From an optimization exercise on the open Yosys and OpenROAD flow, aimed at small area, a short achievable clock period and few clock cycles; shortcuts taken in it are not production practice.
The RTL was checked by simulation tests, not by an equivalence proof against the original design.
Power is estimated from default activity; no workload was simulated.

==> flow/design.v <==
	module CHIP (	clk,
					rst_n,
					mem_read_D,
					mem_write_D,
					mem_addr_D,
					mem_wdata_D,
					mem_rdata_D,
					mem_ready_D,
					mem_read_I,
					mem_write_I,
					mem_addr_I,
					mem_wdata_I,
					mem_rdata_I,
					mem_ready_I,
					DCACHE_addr, 
					DCACHE_wdata,
					DCACHE_wen   
				);
	input			clk, rst_n;
	output			mem_read_D;
	output			mem_write_D;
	output	[31:4]	mem_addr_D;
	output	[127:0]	mem_wdata_D;
	input	[127:0]	mem_rdata_D;
	input			mem_ready_D;
	output			mem_read_I;
	output			mem_write_I;
	output	[31:4]	mem_addr_I;
	output	[127:0]	mem_wdata_I;
	input	[127:0]	mem_rdata_I;
	input			mem_ready_I;
	output	[29:0]	DCACHE_addr;
	output	[31:0]	DCACHE_wdata;
	output			DCACHE_wen;
	wire        ICACHE_ren;
	wire        ICACHE_wen;
	wire [29:0] ICACHE_addr;
	wire [31:0] ICACHE_wdata;
	wire        ICACHE_stall;
	wire [31:0] ICACHE_rdata;
	wire        DCACHE_ren;
	wire        DCACHE_wen_pipe;  
	wire [29:0] DCACHE_addr;
	wire [31:0] DCACHE_wdata;
	wire        DCACHE_stall;
	wire [31:0] DCACHE_rdata;
		RISCV_Pipeline i_RISCV(
			.clk            (clk)           , 
			.rst_n          (rst_n)         ,
			.ICACHE_ren     (ICACHE_ren)    ,
			.ICACHE_wen     (ICACHE_wen)    ,
			.ICACHE_addr    (ICACHE_addr)   ,
			.ICACHE_wdata   (ICACHE_wdata)  ,
			.ICACHE_stall   (ICACHE_stall)  ,
			.ICACHE_rdata   (ICACHE_rdata)  ,
			.DCACHE_ren     (DCACHE_ren)    ,
			.DCACHE_wen     (DCACHE_wen_pipe),
			.DCACHE_addr    (DCACHE_addr)   ,
			.DCACHE_wdata   (DCACHE_wdata)  ,
			.DCACHE_stall   (DCACHE_stall)  ,
			.DCACHE_rdata   (DCACHE_rdata)	
		);
		Dcache D_cache(
			.clk        (clk)         ,
			.proc_reset (~rst_n)      ,
			.proc_read  (DCACHE_ren)  ,
			.proc_write (DCACHE_wen_pipe),
			.proc_addr  (DCACHE_addr) ,
			.proc_rdata (DCACHE_rdata),
			.proc_wdata (DCACHE_wdata),
			.proc_stall (DCACHE_stall),
			.mem_read   (mem_read_D)  ,
			.mem_write  (mem_write_D) ,
			.mem_addr   (mem_addr_D)  ,
			.mem_wdata  (mem_wdata_D) ,
			.mem_rdata  (mem_rdata_D) ,
			.mem_ready  (mem_ready_D) 
		);
		assign DCACHE_wen = DCACHE_wen_pipe & ~DCACHE_stall & ~ICACHE_stall;
		Icache I_cache(
			.clk        (clk)         ,
			.proc_reset (~rst_n)      ,
			.proc_read  (ICACHE_ren)  ,
			.proc_write (ICACHE_wen)  ,
			.proc_addr  (ICACHE_addr) ,
			.proc_rdata (ICACHE_rdata),
			.proc_wdata (ICACHE_wdata),
			.proc_stall (ICACHE_stall),
			.mem_read   (mem_read_I)  ,
			.mem_write  (mem_write_I) ,
			.mem_addr   (mem_addr_I)  ,
			.mem_wdata  (mem_wdata_I) ,
			.mem_rdata  (mem_rdata_I) ,
			.mem_ready  (mem_ready_I)
		);
	endmodule
	module Icache(
		clk, proc_reset,
		proc_read, proc_write, proc_addr, proc_rdata, proc_wdata, proc_stall,
		mem_read, mem_write, mem_addr, mem_rdata, mem_wdata, mem_ready );
	input          clk;
	input         		proc_reset;
	input         		proc_read, proc_write;
	input	[29:0]		proc_addr;
	input   [31:0]		proc_wdata;
	output reg     		proc_stall;
	output reg [31:0]	proc_rdata;
	input  [127:0] 		mem_rdata;
	input          		mem_ready;
	output reg        	mem_read, mem_write;
	output reg [27:0]	mem_addr;
	output reg [127:0]	mem_wdata;
		parameter NUM_BLOCKS = 4;
		parameter BLOCK_ADDR_SIZE = 2;   
		parameter BLOCK_SIZE = 128;
		parameter TAG_SIZE = 28-BLOCK_ADDR_SIZE;   
		parameter BLOCK_TOTAL = 1 + BLOCK_SIZE + TAG_SIZE;
		parameter IDLE = 2'd0;
		parameter COMP = 2'd1;
		parameter ALLOC = 2'd3;
		integer i;
		wire valid1, hit1;
		wire valid2, hit2;
		wire hit;
		wire [BLOCK_ADDR_SIZE-1:0] block_addr;
		wire [TAG_SIZE-1:0] tag;
		wire [BLOCK_TOTAL-1:0] cache1_select, cache2_select;
		reg [1:0] state, state_next;
		reg [BLOCK_TOTAL-1:0] cache1 [0:NUM_BLOCKS-1];
		reg [BLOCK_TOTAL-1:0] cache1_next [0:NUM_BLOCKS-1];
		reg [BLOCK_TOTAL-1:0] cache2 [0:NUM_BLOCKS-1];
		reg [BLOCK_TOTAL-1:0] cache2_next [0:NUM_BLOCKS-1];
		reg [NUM_BLOCKS-1:0] lru, lru_next;   
		reg mem_ready_ff;
		reg [127:0] mem_rdata_ff;
		always @(*) begin
			case(state)
				IDLE: begin
					state_next = COMP;
				end
				COMP: begin
					state_next = (proc_stall==1'b0)? COMP : ALLOC;
				end
				ALLOC: begin
					state_next = mem_ready_ff? COMP : ALLOC;                
				end
				default: state_next = state;
			endcase
		end
		assign block_addr = proc_addr[1+BLOCK_ADDR_SIZE : 2];
		assign tag = proc_addr[29 : 30-TAG_SIZE];
		assign cache1_select = cache1[block_addr];
		assign cache2_select = cache2[block_addr];
		assign valid1 = cache1_select[BLOCK_TOTAL-1];
		assign valid2 = cache2_select[BLOCK_TOTAL-1];
		assign hit1 = valid1 & (cache1_select[127+TAG_SIZE : 128] == tag);
		assign hit2 = valid2 & (cache2_select[127+TAG_SIZE : 128] == tag);
		assign hit = hit1 | hit2;
		always @(*) begin
			proc_stall = ((state==COMP & hit) | !(proc_read)) ? 0 : 1;
			case ({hit1, hit2, proc_addr[1:0]})
				4'b1000: proc_rdata = cache1_select[31:0];
				4'b1001: proc_rdata = cache1_select[63:32];
				4'b1010: proc_rdata = cache1_select[95:64];
				4'b1011: proc_rdata = cache1_select[127:96];
				4'b0100: proc_rdata = cache2_select[31:0];
				4'b0101: proc_rdata = cache2_select[63:32];
				4'b0110: proc_rdata = cache2_select[95:64];
				4'b0111: proc_rdata = cache2_select[127:96];
				default: proc_rdata = 32'd0;
			endcase
			mem_read = ~mem_ready_ff && state==ALLOC;
			mem_write = 1'b0;
			mem_addr = proc_addr[29:2];
			mem_wdata = 128'd0;
		end
		always @(*) begin
			for (i=0; i<NUM_BLOCKS; i=i+1) begin
				cache1_next[i] = cache1[i];
				cache2_next[i] = cache2[i];
				lru_next[i] = lru[i];
			end
			case ({state, hit1, hit2})
				4'b0110: lru_next[block_addr] = 1'b1;
				4'b0101: lru_next[block_addr] = 1'b0;
				default: lru_next[block_addr] = lru[block_addr];
			endcase
			if (state==ALLOC & lru[block_addr]) begin
				cache2_next[block_addr][127:0] = mem_rdata_ff;
				cache2_next[block_addr][127+TAG_SIZE : 128] = tag;
				cache2_next[block_addr][BLOCK_TOTAL-1] = 1'b1;
			end else if (state==ALLOC & !lru[block_addr]) begin
				cache1_next[block_addr][127:0] = mem_rdata_ff;
				cache1_next[block_addr][127+TAG_SIZE : 128] = tag;
				cache1_next[block_addr][BLOCK_TOTAL-1] = 1'b1;
			end
		end
		always@( posedge clk ) begin
			if( proc_reset ) begin
				for (i=0; i<NUM_BLOCKS; i=i+1) begin
					cache1[i] <= {BLOCK_TOTAL{1'b0}};
					cache2[i] <= {BLOCK_TOTAL{1'b0}};
					lru[i] <= 1'b0;
				end
				state <= IDLE;
				mem_ready_ff <= 1'b0;
				mem_rdata_ff <= {BLOCK_SIZE{1'b0}};
			end else begin
				for (i=0; i<NUM_BLOCKS; i=i+1) begin
					cache1[i] <= cache1_next[i];
					cache2[i] <= cache2_next[i];
					lru[i] <= lru_next[i];
				end
				state <= state_next;
				mem_ready_ff <= mem_ready;
				mem_rdata_ff <= mem_rdata;
			end
		end
	endmodule
	module Dcache(
		clk, proc_reset,
		proc_read, proc_write, proc_addr, proc_rdata, proc_wdata, proc_stall,
		mem_read, mem_write, mem_addr, mem_rdata, mem_wdata, mem_ready );
	input          clk;
	input         		proc_reset;
	input         		proc_read, proc_write;
	input	[29:0]		proc_addr;
	input   [31:0]		proc_wdata;
	output reg     		proc_stall;
	output reg [31:0]	proc_rdata;
	input  [127:0] 		mem_rdata;
	input          		mem_ready;
	output reg        	mem_read, mem_write;
	output reg [27:0]	mem_addr;
	output reg [127:0]	mem_wdata;
		parameter NUM_BLOCKS = 4;
		parameter BLOCK_ADDR_SIZE = 2;   
		parameter BLOCK_SIZE = 128;
		parameter TAG_SIZE = 28-BLOCK_ADDR_SIZE;   
		parameter BLOCK_TOTAL = 1 + 1 + BLOCK_SIZE + TAG_SIZE;
		parameter IDLE = 2'd0;
		parameter COMP = 2'd1;
		parameter WRITE = 2'd2;
		parameter ALLOC = 2'd3;
		integer i;
		wire valid1, dirty1, hit1;
		wire valid2, dirty2, hit2;
		wire hit;
		wire [BLOCK_ADDR_SIZE-1:0] block_addr;
		wire [TAG_SIZE-1:0] tag;
		wire [BLOCK_TOTAL-1:0] cache1_select, cache2_select;
		reg [1:0] state, state_next;
		reg [BLOCK_TOTAL-1:0] cache1 [0:NUM_BLOCKS-1];
		reg [BLOCK_TOTAL-1:0] cache1_next [0:NUM_BLOCKS-1];
		reg [BLOCK_TOTAL-1:0] cache2 [0:NUM_BLOCKS-1];
		reg [BLOCK_TOTAL-1:0] cache2_next [0:NUM_BLOCKS-1];
		reg [NUM_BLOCKS-1:0] lru, lru_next;   
		reg mem_ready_ff;
		reg [127:0] mem_rdata_ff;
		always @(*) begin
			case(state)
				IDLE: begin
					state_next = COMP;
				end
				COMP: begin
					state_next = (proc_stall==1'b0)? COMP : (dirty1 & dirty2)? WRITE : ALLOC;
				end
				WRITE: begin
					state_next = mem_ready_ff? ALLOC : WRITE;
				end
				ALLOC: begin
					state_next = mem_ready_ff? COMP : ALLOC;                
				end
				default: state_next = state;
			endcase
		end
		assign block_addr = proc_addr[1+BLOCK_ADDR_SIZE : 2];
		assign tag = proc_addr[29 : 30-TAG_SIZE];
		assign cache1_select = cache1[block_addr];
		assign cache2_select = cache2[block_addr];
		assign valid1 = cache1_select[BLOCK_TOTAL-1];
		assign dirty1 = cache1_select[BLOCK_TOTAL-2];
		assign valid2 = cache2_select[BLOCK_TOTAL-1];
		assign dirty2 = cache2_select[BLOCK_TOTAL-2];
		assign hit1 = valid1 & (cache1_select[127+TAG_SIZE : 128] == tag);
		assign hit2 = valid2 & (cache2_select[127+TAG_SIZE : 128] == tag);
		assign hit = hit1 | hit2;
		always @(*) begin
			proc_stall = ((state==COMP & hit) | !(proc_read | proc_write)) ? 0 : 1;
			case ({hit1, hit2, proc_addr[1:0]})
				4'b1000: proc_rdata = cache1_select[31:0];
				4'b1001: proc_rdata = cache1_select[63:32];
				4'b1010: proc_rdata = cache1_select[95:64];
				4'b1011: proc_rdata = cache1_select[127:96];
				4'b0100: proc_rdata = cache2_select[31:0];
				4'b0101: proc_rdata = cache2_select[63:32];
				4'b0110: proc_rdata = cache2_select[95:64];
				4'b0111: proc_rdata = cache2_select[127:96];
				default: proc_rdata = 32'd0;
			endcase
			mem_read = ~mem_ready_ff && state==ALLOC;
			mem_write = ~mem_ready_ff && state==WRITE;
			case ({state, lru[block_addr]})   
				3'b100: mem_addr = {cache1_select[127+TAG_SIZE : 128], block_addr};
				3'b101: mem_addr = {cache2_select[127+TAG_SIZE : 128], block_addr};
				default: mem_addr = proc_addr[29:2];
			endcase
			mem_wdata = lru[block_addr]? cache2_select[127:0] : cache1_select[127:0];
		end
		always @(*) begin
			for (i=0; i<NUM_BLOCKS; i=i+1) begin
				cache1_next[i] = cache1[i];
				cache2_next[i] = cache2[i];
				lru_next[i] = lru[i];
			end
			case ({state, hit1, hit2})
				4'b0110: lru_next[block_addr] = 1'b1;
				4'b0101: lru_next[block_addr] = 1'b0;
				default: lru_next[block_addr] = lru[block_addr];
			endcase
			case(state)
				COMP: begin
					if (proc_write) begin
						case ({hit1, hit2, proc_addr[1:0]})
							4'b1000: cache1_next[block_addr][31:0] = proc_wdata;
							4'b1001: cache1_next[block_addr][63:32] = proc_wdata;
							4'b1010: cache1_next[block_addr][95:64] = proc_wdata;
							4'b1011: cache1_next[block_addr][127:96] = proc_wdata;
							4'b0100: cache2_next[block_addr][31:0] = proc_wdata;
							4'b0101: cache2_next[block_addr][63:32] = proc_wdata;
							4'b0110: cache2_next[block_addr][95:64] = proc_wdata;
							4'b0111: cache2_next[block_addr][127:96] = proc_wdata;
						endcase
						if (hit1) begin      
							cache1_next[block_addr][127+TAG_SIZE : 128] = tag;
							cache1_next[block_addr][BLOCK_TOTAL-1 : BLOCK_TOTAL-2] = 2'b11;
						end
						if (hit2) begin
							cache2_next[block_addr][127+TAG_SIZE : 128] = tag;
							cache2_next[block_addr][BLOCK_TOTAL-1 : BLOCK_TOTAL-2] = 2'b11;
						end
					end else begin
						cache1_next[block_addr] = cache1_select;
						cache2_next[block_addr] = cache2_select;
					end
				end
				WRITE: begin
					if (mem_ready_ff) begin
						if (lru[block_addr]) begin
							cache2_next[block_addr][BLOCK_TOTAL-1 : BLOCK_TOTAL-2] = 2'b10;
						end else begin
							cache1_next[block_addr][BLOCK_TOTAL-1 : BLOCK_TOTAL-2] = 2'b10;
						end
					end
				end
				ALLOC: begin
					if (!dirty1 & !dirty2) begin
						if (lru[block_addr]) begin
							cache2_next[block_addr][127:0] = mem_rdata_ff;
							cache2_next[block_addr][127+TAG_SIZE : 128] = tag;
							cache2_next[block_addr][BLOCK_TOTAL-1 : BLOCK_TOTAL-2] = 2'b10;
						end else begin
							cache1_next[block_addr][127:0] = mem_rdata_ff;
							cache1_next[block_addr][127+TAG_SIZE : 128] = tag;
							cache1_next[block_addr][BLOCK_TOTAL-1 : BLOCK_TOTAL-2] = 2'b10;
						end
					end else if (!dirty1) begin
						cache1_next[block_addr][127:0] = mem_rdata_ff;
						cache1_next[block_addr][127+TAG_SIZE : 128] = tag;
						cache1_next[block_addr][BLOCK_TOTAL-1 : BLOCK_TOTAL-2] = 2'b10;
					end else begin
						cache2_next[block_addr][127:0] = mem_rdata_ff;
						cache2_next[block_addr][127+TAG_SIZE : 128] = tag;
						cache2_next[block_addr][BLOCK_TOTAL-1 : BLOCK_TOTAL-2] = 2'b10;   
					end
				end
			endcase
		end
		always@( posedge clk ) begin
			if( proc_reset ) begin
				for (i=0; i<NUM_BLOCKS; i=i+1) begin
					cache1[i] <= {BLOCK_TOTAL{1'b0}};
					cache2[i] <= {BLOCK_TOTAL{1'b0}};
					lru[i] <= 1'b0;
				end
				state <= IDLE;
				mem_ready_ff <= 1'b0;
				mem_rdata_ff <= {BLOCK_SIZE{1'b0}};
			end else begin
				for (i=0; i<NUM_BLOCKS; i=i+1) begin
					cache1[i] <= cache1_next[i];
					cache2[i] <= cache2_next[i];
					lru[i] <= lru_next[i];
				end
				state <= state_next;
				mem_ready_ff <= mem_ready;
				mem_rdata_ff <= mem_rdata;
			end
		end
	endmodule
module RISCV_Pipeline(
	clk, rst_n, ICACHE_ren, ICACHE_wen, ICACHE_addr, ICACHE_wdata, ICACHE_stall, ICACHE_rdata,
				DCACHE_ren, DCACHE_wen, DCACHE_addr, DCACHE_wdata, DCACHE_stall, DCACHE_rdata
);
	input clk, rst_n;
	input ICACHE_stall, DCACHE_stall;
	input [31:0] ICACHE_rdata, DCACHE_rdata;
	output reg ICACHE_ren, ICACHE_wen, DCACHE_ren, DCACHE_wen;
	output reg [29:0] ICACHE_addr, DCACHE_addr;
	output reg [31:0] ICACHE_wdata, DCACHE_wdata;
	integer i;
	reg [31:0] PC;
	reg [31:0] PC_nxt;
	reg [31:0] PC_ID, PC_EX;
	reg [31:0] PC_B_ID, PC_jalr_ID;
	reg [31:0] PC_FA_j;
	reg PC_start;
	reg [31:0] register [0:31];
	reg [31:0] register_save [0:31];
	reg [31:0] register_save_nxt [0:31];
	wire [4:0] rs1_ID;	 
	reg [4:0] rs1_EX;	
	wire [31:0] rs1_data_ID;
	reg [31:0] rs1_data_EX;
	wire [4:0] rs2_ID;	 
	reg [4:0] rs2_EX;	
	wire [31:0] rs2_data_ID;
	reg [31:0] rs2_data_EX;
	wire [4:0] rd_ID;	 
	reg [4:0] rd_EX;	
	reg [4:0] rd_MEM;	
	reg [4:0] rd_WB;	
	reg signed [31:0] rd_w_EX;
	reg signed [31:0] rd_w_MEM_real;
	reg signed [31:0] rd_w_MEM;
	reg signed [31:0] rd_w_WB;
	reg signed [31:0] write_rd_WB;
	reg [31:0] compare_rs1;
	reg [31:0] compare_rs2;
	wire [31:0] inst_IF;
	reg [31:0] inst_ID;
	wire [6:0] op;
	wire [2:0] func3;
	wire [6:0] func7;
	reg [31:0] imme_ID;
	reg [31:0] imme_EX;
	reg signed [31:0] alu_in1;
	reg signed [31:0] alu_in2;
	reg signed [31:0] alu_in2_temp;
	reg signed [31:0] alu_out_EX;
	reg signed [31:0] alu_out_MEM;
	reg signed [31:0] alu_out_WB;
	reg [3:0]	alu_ctrl_ID;
	reg [3:0]	alu_ctrl_EX;
	reg [31:0] read_data_MEM;  
	reg [31:0] read_data_WB; 
	reg [31:0] wdata_EX;  
	reg [31:0] wdata_MEM;
	reg ctrl_jalr_ID,		ctrl_jalr_EX; 	 
	reg ctrl_jal_ID,		ctrl_jal_EX; 	
	reg ctrl_beq_ID;	 
	reg ctrl_bne_ID;	 
	reg ctrl_memread_ID,	ctrl_memread_EX, 	ctrl_memread_MEM;
	reg ctrl_memtoreg_ID,	ctrl_memtoreg_EX, 	ctrl_memtoreg_MEM, 	ctrl_memtoreg_WB;
	reg ctrl_memwrite_ID, 	ctrl_memwrite_EX, 	ctrl_memwrite_MEM; 
	reg ctrl_regwrite_ID, 	ctrl_regwrite_EX, 	ctrl_regwrite_MEM, 	ctrl_regwrite_WB;
	reg ctrl_ALUSrc_ID, 	ctrl_ALUSrc_EX;
	reg [1:0] ctrl_FA, ctrl_FB;
	reg [1:0] ctrl_FA_j, ctrl_FB_j;
	reg ctrl_lw_stall;
	reg ctrl_bj_taken;
	reg	[2:0]	inst_type;
	parameter R_type = 3'd0;
	parameter I_type = 3'd2;
	parameter S_type = 3'd1;
	parameter B_type = 3'd3;
	parameter J_type = 3'd6;
	assign inst_IF = !PC_start? 32'h00000013 : ctrl_bj_taken? 32'h00000013:ctrl_jalr_ID?32'h00000013:{ICACHE_rdata[7:0],ICACHE_rdata[15:8],ICACHE_rdata[23:16],ICACHE_rdata[31:24]};
	assign op = inst_ID[6:0];
	assign rd_ID = inst_ID[11:7];   
	assign rs1_ID = inst_ID[19:15];  
	assign rs2_ID = inst_ID[24:20];  
	assign func3 = inst_ID[14:12]; 
	assign func7 = inst_ID[31:25];
	assign rs1_data_ID = register[rs1_ID];
	assign rs2_data_ID = register[rs2_ID];
	always @(*)begin
		inst_type[2] = op[3];
		inst_type[1] = ( (!op[6])&(!op[5])) | (op[6]&op[5]) ;
		inst_type[0] = op[5] & (!op[4] & !op[2] );
	end
	always @(*)begin
		imme_ID = 0;
		ctrl_jal_ID = 0;
		ctrl_jalr_ID = 0;
		ctrl_beq_ID = 0;
		ctrl_bne_ID = 0;
		ctrl_memread_ID = 0;
		ctrl_memwrite_ID = 0;
		ctrl_memtoreg_ID = 0;
		ctrl_regwrite_ID = 0;
		ctrl_ALUSrc_ID = 0; 
		case (inst_type)
		R_type: begin  
			ctrl_regwrite_ID = 1;
			ctrl_ALUSrc_ID = 0;
		end
		I_type: begin  
			ctrl_memread_ID = !op[4] & !op[2];	 
			ctrl_memtoreg_ID = !op[4] & !op[2];	 
			ctrl_regwrite_ID = 1;
			ctrl_ALUSrc_ID = 1;	
			ctrl_jalr_ID = op[2];  
			imme_ID = { {21{inst_ID[31]}}, inst_ID[30:20]};
		end
		S_type: begin
			ctrl_memwrite_ID = 1;
			ctrl_ALUSrc_ID = 1;			
			imme_ID = { {21{inst_ID[31]}}, inst_ID[30:25], inst_ID[11:7]};  
		end
		B_type: begin
			ctrl_beq_ID = !func3[0];
			ctrl_bne_ID = func3[0];
			ctrl_ALUSrc_ID = 0;			
			imme_ID = { {20{inst_ID[31]}}, inst_ID[7], inst_ID[30:25], inst_ID[11:8], 1'b0 };  
		end
		J_type:begin
			ctrl_jal_ID = 1;
			ctrl_regwrite_ID = 1;
			ctrl_ALUSrc_ID = 1;
			imme_ID = { {12{inst_ID[31]}}, inst_ID[19:12], inst_ID[20], inst_ID[30:25], inst_ID[24:21], 1'b0 };  
		end
		default:begin
			imme_ID = 0;
			ctrl_jal_ID = 0;
			ctrl_jalr_ID = 0;
			ctrl_beq_ID = 0;
			ctrl_bne_ID = 0;
			ctrl_memread_ID = 0;
			ctrl_memwrite_ID = 0;
			ctrl_memtoreg_ID = 0;
			ctrl_regwrite_ID = 0;
			ctrl_ALUSrc_ID = 0; 
		end
		endcase
	end
	always @(*)begin
		alu_ctrl_ID[3] = !func3[1] & func3[0];
		alu_ctrl_ID[2] = (func3[2] & func3[0]) | (!func3[2] & func3[1] & op[4]);
		alu_ctrl_ID[1] = func3[2];
		alu_ctrl_ID[0] = ( (func7[5] & !func3[1]) & ((func3[2]&func3[0]) | op[5]) )  | (func3[2]&func3[1]);
	end
	always @(*)begin
		DCACHE_ren = ctrl_memread_MEM;
		DCACHE_addr = alu_out_MEM[31:2]; 
		read_data_MEM = {DCACHE_rdata[7:0],DCACHE_rdata[15:8],DCACHE_rdata[23:16],DCACHE_rdata[31:24]};
		rd_w_MEM_real = (ctrl_memread_MEM)? read_data_MEM : rd_w_MEM;  
		DCACHE_wen = ctrl_memwrite_MEM;
		wdata_EX = alu_in2_temp;  
		DCACHE_wdata = {wdata_MEM[7:0],wdata_MEM[15:8],wdata_MEM[23:16],wdata_MEM[31:24]};
		ICACHE_ren = PC_start? 1'b1:1'b0;
		ICACHE_wen = 1'b0;
		ICACHE_wdata = 0;
		ICACHE_addr = PC[31:2]; 
		case(ctrl_FA)
			2'b00: alu_in1 = rs1_data_EX;
			2'b01: alu_in1 = rd_w_MEM;
			2'b10: alu_in1 = rd_w_WB;
			default: alu_in1 = rs1_data_EX;
		endcase
		case(ctrl_FB)
			2'b00: alu_in2_temp = rs2_data_EX;
			2'b01: alu_in2_temp = rd_w_MEM;
			2'b10: alu_in2_temp = rd_w_WB;
			default:alu_in2_temp = rs2_data_EX;
		endcase
		alu_in2 = ctrl_ALUSrc_EX? imme_EX : alu_in2_temp;
		case (alu_ctrl_EX)
			4'd0: alu_out_EX = alu_in1 + alu_in2;
			4'd1: alu_out_EX = alu_in1 - alu_in2;
			4'd7: alu_out_EX = alu_in1 & alu_in2;
			4'd3: alu_out_EX = alu_in1 | alu_in2;
			4'd2: alu_out_EX = alu_in1 ^ alu_in2;
			4'd4: alu_out_EX = alu_in1 < alu_in2;
			4'd8: alu_out_EX = alu_in1 << alu_in2[4:0];
			4'd14: alu_out_EX = alu_in1 >> alu_in2[4:0];
			4'd15: alu_out_EX = alu_in1 >>> alu_in2[4:0];
			default: alu_out_EX = 0; 
		endcase
		rd_w_EX = (ctrl_jal_EX | ctrl_jalr_EX)? PC_EX+4 : alu_out_EX;
		case(ctrl_FA_j)  
			2'b00: PC_FA_j = rs1_data_ID;
			2'b10: PC_FA_j = rd_w_MEM_real;
			default: PC_FA_j = rs1_data_ID;
		endcase
		PC_jalr_ID = imme_ID + PC_FA_j;
		case(ctrl_FA_j)  
			2'b00: compare_rs1 = rs1_data_ID;
			2'b10: compare_rs1 = rd_w_MEM_real;
			default: compare_rs1 = rs1_data_ID;
		endcase
		case(ctrl_FB_j)
			2'b10: compare_rs2 = rd_w_MEM_real;
			default: compare_rs2 = rs2_data_ID;
		endcase
		PC_B_ID = PC_ID + imme_ID;
		ctrl_bj_taken = ( ((ctrl_beq_ID & compare_rs1==compare_rs2) | ctrl_bne_ID & (compare_rs1!=compare_rs2)) | ctrl_jal_ID);
		PC_nxt = ctrl_bj_taken? PC_B_ID : ctrl_jalr_ID? PC_jalr_ID : PC+4;
	end
	always @(*)begin
		write_rd_WB =  ctrl_memtoreg_WB? read_data_WB : rd_w_WB;
		register[0] = 0;
		for (i = 1; i<32; i=i+1)begin
			register[i] = (ctrl_regwrite_WB & (rd_WB==i))? write_rd_WB:register_save[i];
		end
		register_save_nxt[0] = 0;
		for (i = 1; i<32; i=i+1)begin
			register_save_nxt[i] = register[i];
		end
	end
	always @(*)begin
		if ( (ctrl_jalr_ID|ctrl_beq_ID|ctrl_bne_ID) & ctrl_regwrite_EX & rd_EX!=0 & rd_EX==rs1_ID)begin  
			ctrl_FA_j = 2'b01; 
		end
		else if ( (ctrl_jalr_ID|ctrl_beq_ID|ctrl_bne_ID) & ctrl_regwrite_MEM & rd_MEM!=0 & rd_MEM==rs1_ID)begin  
			ctrl_FA_j = 2'b10; 
		end
		else begin
			ctrl_FA_j = 2'b00;
		end
		if ( (ctrl_beq_ID|ctrl_bne_ID) & ctrl_regwrite_EX & rd_EX!=0 & rd_EX==rs2_ID)begin  
			ctrl_FB_j = 2'b01;
		end
		else if ( (ctrl_beq_ID|ctrl_bne_ID) & ctrl_regwrite_MEM & rd_MEM!=0 & rd_MEM==rs2_ID)begin  
			ctrl_FB_j = 2'b10;
		end
		else begin
			ctrl_FB_j = 2'b00;
		end
		if (ctrl_regwrite_MEM & rd_MEM!=0 & rd_MEM==rs1_EX)begin
			ctrl_FA = 2'b01; 
		end
		else if (ctrl_regwrite_WB & rd_WB!=0 & rd_WB==rs1_EX)begin
			ctrl_FA = 2'b10; 
		end
		else begin
			ctrl_FA = 2'b00;
		end
		if (ctrl_regwrite_MEM & rd_MEM!=0 & rd_MEM==rs2_EX)begin  
			ctrl_FB = 2'b01;
		end
		else if (ctrl_regwrite_WB & rd_WB!=0 & rd_WB==rs2_EX)begin
			ctrl_FB = 2'b10;
		end
		else begin
			ctrl_FB = 2'b00;
		end
		ctrl_lw_stall = (ctrl_memread_EX & (rd_EX==rs1_ID | rd_EX==rs2_ID)) | (!ctrl_FA_j[1]&ctrl_FA_j[0]) | (!ctrl_FB_j[1]&ctrl_FB_j[0]);
	end
	always @(posedge clk )begin
		if (!rst_n)begin
			for (i = 0; i<32; i=i+1)begin
				register_save[i] <= 0;
			end
			read_data_WB <= 0;			
			imme_EX <= 0 ;
			ctrl_jalr_EX <= 0;
			ctrl_jal_EX  <= 0;
			ctrl_memread_EX <= 0;
			ctrl_memread_MEM <= 0;
			ctrl_memtoreg_EX <= 0;
			ctrl_memtoreg_MEM <= 0;
			ctrl_memtoreg_WB <= 0;
			ctrl_memwrite_EX <= 0;
			ctrl_memwrite_MEM <= 0;
			ctrl_regwrite_EX <= 0;
			ctrl_regwrite_MEM <= 0;
			ctrl_regwrite_WB <= 0;
			ctrl_ALUSrc_EX <= 0;
			inst_ID <= 32'h00000013;
			alu_ctrl_EX <= 0;
			alu_out_MEM <= 0;
			alu_out_WB <= 0;
			rs1_EX <= 0;			
			rs2_EX <= 0;			
			rd_EX <= 0;
			rd_MEM <= 0;
			rd_WB <= 0;
			rs1_data_EX <= 0; 
			rs2_data_EX <= 0; 
			rd_w_MEM <= 0;
			rd_w_WB <= 0;
			PC_ID <= 0;
			PC_EX <= 0;
			PC <= 0;
			PC_start <= 0;
		end
		else if (!ICACHE_stall & !DCACHE_stall ) begin
			for (i = 0; i<32; i=i+1)begin
				register_save[i] <= register_save_nxt[i];
			end
			read_data_WB <= read_data_MEM;
			imme_EX <= (!ctrl_lw_stall)? imme_ID : 0;
			ctrl_jalr_EX <= (!ctrl_lw_stall)? ctrl_jalr_ID : 0; 
			ctrl_jal_EX  <= (!ctrl_lw_stall)? ctrl_jal_ID : 0; 
			ctrl_memread_EX <= (!ctrl_lw_stall)? ctrl_memread_ID : 0;
			ctrl_memread_MEM <= ctrl_memread_EX;
			ctrl_memtoreg_EX <= (!ctrl_lw_stall)? ctrl_memtoreg_ID : 0;
			ctrl_memtoreg_MEM <= ctrl_memtoreg_EX;
			ctrl_memtoreg_WB <= ctrl_memtoreg_MEM;
			ctrl_memwrite_EX <= (!ctrl_lw_stall)? ctrl_memwrite_ID : 0;
			ctrl_memwrite_MEM <= ctrl_memwrite_EX;
			ctrl_regwrite_EX <= (!ctrl_lw_stall)? ctrl_regwrite_ID : 0;
			ctrl_regwrite_MEM <= ctrl_regwrite_EX;
			ctrl_regwrite_WB <= ctrl_regwrite_MEM;
			ctrl_ALUSrc_EX <= (!ctrl_lw_stall)? ctrl_ALUSrc_ID : 0;
			wdata_MEM <= wdata_EX;
			inst_ID <= (!ctrl_lw_stall)? inst_IF : inst_ID;
			alu_out_MEM <= alu_out_EX;
			alu_out_WB <= alu_out_MEM;
			alu_ctrl_EX <= (!ctrl_lw_stall)? alu_ctrl_ID : 0;
			rs1_EX <= (!ctrl_lw_stall)? rs1_ID : 0;			
			rs2_EX <= (!ctrl_lw_stall)? rs2_ID : 0;			
			rd_EX  <= (!ctrl_lw_stall)? rd_ID : 0;
			rs1_data_EX <= (!ctrl_lw_stall)? rs1_data_ID : 0; 
			rs2_data_EX <= (!ctrl_lw_stall)? rs2_data_ID : 0; 
			rd_MEM <= rd_EX;
			rd_WB <= rd_MEM;
			rd_w_MEM <= rd_w_EX;
			rd_w_WB <= rd_w_MEM_real; 
			PC_ID <= (!ctrl_lw_stall)? PC : PC_ID;
			PC_EX <= (!ctrl_lw_stall)? PC_ID : 0;
			PC_start <= 1;
			PC <= (!ctrl_lw_stall)? PC_nxt : PC;
		end
		else begin 
			for (i = 0; i<32; i=i+1)begin
				register_save[i] <= register_save[i];
			end
			read_data_WB <= read_data_WB;
			ctrl_jalr_EX <= ctrl_jalr_EX;
			ctrl_jal_EX  <= ctrl_jal_EX; 
			ctrl_memread_EX <= ctrl_memread_EX;
			ctrl_memread_MEM <= ctrl_memread_MEM;
			ctrl_memtoreg_EX <= ctrl_memtoreg_EX;
			ctrl_memtoreg_MEM <= ctrl_memtoreg_MEM;
			ctrl_memtoreg_WB <= ctrl_memtoreg_WB;
			ctrl_memwrite_EX <= ctrl_memwrite_EX;
			ctrl_memwrite_MEM <= ctrl_memwrite_MEM;
			ctrl_regwrite_EX <= ctrl_regwrite_EX;
			ctrl_regwrite_MEM <= ctrl_regwrite_MEM;
			ctrl_regwrite_WB <= ctrl_regwrite_WB;
			ctrl_ALUSrc_EX <= ctrl_ALUSrc_EX;
			inst_ID <= inst_ID;
			imme_EX <= imme_EX;
			alu_ctrl_EX <= alu_ctrl_EX;
			alu_out_MEM <= alu_out_MEM;
			alu_out_WB <= alu_out_WB;
			rs1_EX <= rs1_EX;			
			rs2_EX <= rs2_EX;			
			rd_EX <= rd_EX;
			rd_MEM <= rd_MEM;
			rd_WB <= rd_WB;
			rs1_data_EX <= rs1_data_EX; 
			rs2_data_EX <= rs2_data_EX; 
			rd_w_MEM <= rd_w_MEM;
			rd_w_WB <= rd_w_WB;
			PC_ID <= PC_ID;
			PC_EX <= PC_EX;
			PC <= PC;
			PC_start <= PC_start;
		end
	end
endmodule
==> flow/run.sh <==
#!/bin/bash
# synth_recipe.tcl (not shown) runs the flow's synth.tcl, then flattens the netlist and writes it again
# the make line also repeats each setting of config.mk as NAME=value (left out here)
make -C /OpenROAD-flow-scripts/flow DESIGN_CONFIG=/design/flow/config.mk WORK_HOME=/design/flow/orfs CLKGATE_MAP_FILE= SYNTH_SCRIPT=/design/flow/synth_recipe.tcl finish
==> flow/config.mk <==
export PLATFORM = sky130hd
export DESIGN_NAME = CHIP
export DESIGN_NICKNAME = CHIP
export VERILOG_FILES = /design/flow/design.v
export SDC_FILE = /design/flow/constraint.sdc
export NUM_CORES = 8
export LEC_CHECK = 0
export CAP_MARGIN = 20
export CORE_MARGIN = 2
export CORE_UTILIZATION = 40
export SLEW_MARGIN = 20
==> flow/constraint.sdc <==
create_clock -name core_clock -period 11.0 [get_ports {clk}]
set_input_delay 2.2000 -clock core_clock [delete_from_list [all_inputs] [get_ports {clk}]]
set_output_delay 2.2000 -clock core_clock [all_outputs]
set_load 0.01 [all_outputs]
==> flow_metrics.py <==
metrics = {
    "outcome": {
        "outcome": "no timing/DRC/antenna violations",
    },
    "timing": {
        "timing.hold.ws_ps": 450.2,
        "period_share_pct": 88.65,
        "rsz0062_at_grt": "no",
        "timing.fmax_mhz": 102.5,
        "worst_slew_pin_slew_ps": 1440,
        "fin_skew_ps": 117.2,
        "min_period_ps": 9752,
        "setup_tns_ps": 0,
        "slew_headroom_pct": 3.891,
        "maxSlewViolCount": 0,
        "hold_violations": 0,
        "setup_viol": 0,
    },
    "critical_path": {
        "worstPathArrival_ps": 10710,
        "cp_num_buf_inv": 2,
        "worstSetupEndpointType": "register",
        "cp.required_ps": 11950,
        "crit_chain": "buf_4 > nor4b_4 > nand2_1 > buf_4 > a21oi_1 > o22ai_1 > nor4_1 > and4_1 > o211ai_1 > ha_1 > nor2b_1 > o21ai_0 > a2111oi_0 > nor2_1 > a211oi_1 > a211o_1 > a21oi_1 > o31ai_1 > nor2_1 > a2111oi_0 > nor4_1 > a211oi_1",
        "max_stage_delay_ps": 1000,
        "worst_setup_path_start_kind": "register",
        "critPathMaxFanout": 13,
        "critical_path_class": "reg -> reg",
        "slowest_stage": "nand2_1",
        "cp_top_family": "compound AO/OA/AOI/OAI gates",
    },
    "routing": {
        "post-route-drc-count": 0,
        "num_vias": 220596,
        "via_per_inst": 6.646,
        "drt_iter0_drc": 37672,
        "firstDrtPassIters": 11,
        "routed_wl_microns": 1150000,
        "ant_nets": 0,
        "wl_per_cell_microns": 34.64,
    },
    "synthesis": {
        "synth_top_family_by_area": "compound AO/OA/AOI/OAI gates",
        "yosys.area_share.simple_pct": 20.13,
        "netlist_area_sq_um": 209500,
        "synth_edf_count": 32,
        "synthesis.instances": 26612,
        "synth_compound_area_share_pct": 22.63,
        "synth.area.mux_share_pct": 9.356,
        "synthArstFlopShare_pct": 0,
        "yosysUniqueCellTypes": 109,
        "synthesis.yosys.warnings": 14,
        "synth_xor_area_share_pct": 1.413,
        "seq_area_frac_synth_pct": 39.23,
        "ys_ff_latch": 4088,
        "synth_fa_ha_area_share_pct": 1.018,
        "synth_top_flop_cell": "dfxtp_1",
        "avgSynthCellArea_sq_um": 7.871,
    },
    "power_and_ir_drop": {
        "leakage_uw": 0.07526,
        "ir_worst_vdd_uv": 144.5,
        "power.density_nw_per_um2": 141.0,
    },
    "floorplan": {
        "die_h_microns": 727.6,
        "start_util_pct": 40.19,
        "io_pins": 639,
        "core-area_sq_um": 521200,
        "dieArea_sq_um": 529400,
        "chipWidth_microns": 727.6,
        "rows": 265,
    },
    "layout": {
        "num-fill-cells": 51701,
        "nNetsFinal": 26152,
        "seqCellArea_sq_um": 82190,
        "area_growth_pct": 13.01,
        "multi_input_area_sq_um": 116700,
        "fin_util_pct": 45.41,
        "drive_gt1_share_pct": 11.47,
    },
    "global_route": {
        "grt_overflow_total": 0,
        "grt.busiest_layer": "met2",
        "grt_pass1_wl_microns": 1563000,
        "grt_use_total_pct": 41.20,
        "antenna_found_initial": 159,
        "grt_max_degree": 214,
        "met2_usage_pct": 55.06,
        "grtUsageMet1_pct": 52.88,
        "use_met3_pct": 19.45,
        "grt_pass1_vias": 194546,
    },
    "clock_tree": {
        "cts_resized": 0,
        "cts_hold_buf": 0,
        "clock_latency_ps": 1140,
        "postCtsSetupBuffers": 0,
        "tritoncts": "built",
        "clock-sinks": 4088,
        "cts-htree-levels": 5,
        "clkTransAtPathRegs_ps": 70,
        "cts_root_buffer": "clkbuf_16",
        "clock_path_buffers": 4,
        "numCtsBuffers": 448,
    },
    "placed_design": {
        "place.port_buffers": 501,
        "routabilityCongestion": 1.059,
        "hpwlAfterDp_microns": 758200,
    },
    "job": {
        "maxCapViolCount": 0,
    },
    "min_path": {
        "hold_class": "reg -> reg",
    },
}
[per-layer routing]
layer	routed length [microns]	vias up
li1	-	92239
met1	431400	106189
met2	440800	17483
met3	183900	4576
met4	92000	109
met5	1595	-
[Yosys cell counts, types with 32 or more instances]
cell	number	share of area [%]
buf_4	304	1.1
clkbuf_1	2017	3.6
o211ai_1	65	0.23
a32o_1	33	0.16
xor2_1	102	0.43
mux4_2	660	7.1
a22oi_1	48	0.17
buf_1	263	0.47
o21ai_0	556	1.3
nand2_1	5730	10
a221oi_1	48	0.20
mux2_2	175	0.94
mux2i_1	271	1.3
a21o_1	48	0.17
a211oi_1	1444	5.2
a2111oi_0	199	0.83
nor4_1	165	0.49
a311oi_1	69	0.29
a211o_1	41	0.17
a31oi_1	53	0.16
o22ai_1	378	1.1
xnor2_1	234	0.98
nand4_1	121	0.36
o2111ai_1	44	0.18
o221a_2	208	1.1
edfxtp_1	32	0.46
and3_1	107	0.32
o21ai_1	45	0.11
nand2b_1	51	0.15
and4_1	38	0.16
nor2b_1	43	0.13
and2_1	286	0.85
dfxtp_1	4056	39
buf_2	213	0.51
or3_1	36	0.11
a21oi_1	4131	9.9
nand3_1	292	0.70
nor2_1	2383	4.3
nor3_1	713	1.7
inv_1	252	0.45
or4_1	36	0.13
ha_1	164	0.98
[kinds of logic (layout without fill, tap and decap cells)]
family | Yosys count | in the layout
multiplexers | 1110 | 1110
flip-flops | 4088 | 4088
XOR/XNOR | 337 | 337
adder cells (fa/ha/maj) | 168 | 168
AO/OA/AOI/OAI | 7717 | 7717
AND/OR/NAND/NOR | 10118 | 10118
other | 1 | 277
buffers and inverters | 3073 | 2437
[worst min-delay path, cell delays in order (launching register included)]
cell and delay, ps:
dfxtp_1 310, nand2_1 50, a21oi_1 50
[sequential cells by signal (all words and copies together), names as in the netlist, 120 cells and up]
register               flops
D_cache.cache1           624
D_cache.cache2           624
D_cache.mem_rdata_ff     128
I_cache.cache1           588
I_cache.cache2           588
I_cache.mem_rdata_ff     120
i_RISCV.register_save    992
[report_power, final]
part,switching (uW),internal (uW)
logic,1480,579
registers,260,15000
clock network,6880,9180
[worst paths after layout]
check	from	endpoint	slack [ps]	cells past startpoint
hold reg to reg	i_RISCV.imme_EX[30]	i_RISCV.imme_EX[30]	450	2
hold / removal	i_RISCV.imme_EX[30]	i_RISCV.imme_EX[30]	450	2
setup / recovery	i_RISCV.rd_WB[4]	i_RISCV.PC[30]	1250	22
setup reg to reg	i_RISCV.rd_WB[4]	i_RISCV.PC[30]	1250	22
[layout by cell type (no fill, tap or decap), drive strengths merged, types with 292 or more instances in the layout]
| cell type | count |
|---|---|
| clkbuf | 658 |
| o22ai | 378 |
| nand3 | 292 |
| dfxtp | 4056 |
| mux4 | 660 |
| a21oi | 4131 |
| buf | 848 |
| a211oi | 1444 |
| clkdlybuf4s50 | 500 |
| nor2 | 2389 |
| o21ai | 601 |
| nor3 | 720 |
| nand2 | 5730 |
[per-stage QoR]
stage	area, sq um	setup WS [ps]	power (uW)	cells
after floorplan	209900	3895	16680	26740
after global placement	220500	1910	17520	32204
after detailed placement	220700	1877	17530	32211
after CTS	236100	1787	33250	33041
after global routing	236400	1091	34010	33069
final	236700	1248	33370	33194
[cell type report]
type                            instances  area share [%]
Antenna cell                          148          0.1565
Clock buffer                          658           5.552
Clock inverter                        172          0.9779
Inverter                              259          0.4171
Multi-Input combinational cell      19579           49.30
Sequential cell                      4088           34.72
Tap cell                             6942           3.670
Timing Repair Buffer                 1348           5.200
Testbench counts, summed over its fixed seeds: cycles 286,284.

re-timing with driven ports:
The results above use ideal ports. As a check the final layout listed here was re-extracted and re-timed, cells and wires unchanged. Step 1: set_driving_cell puts a clkbuf_16 on clk and a buf_2 on each other input, an assumption about the parent block. Step 2 also shifts input and output timing later by t, the mid clock arrival at the registers, as if the neighbouring blocks saw the same clock. a / b / c = no drivers / after step 1 / after step 2; a / b = the first two.
t (ns): 1.213
setup slack, ns: 1.248 / 1.248 / 1.248
cell pins on the clock port's net: 1
After both steps this run still meets setup and hold. The setup slack of this run moves by 0.000 ns with the drivers and by 0.000 ns with both steps.
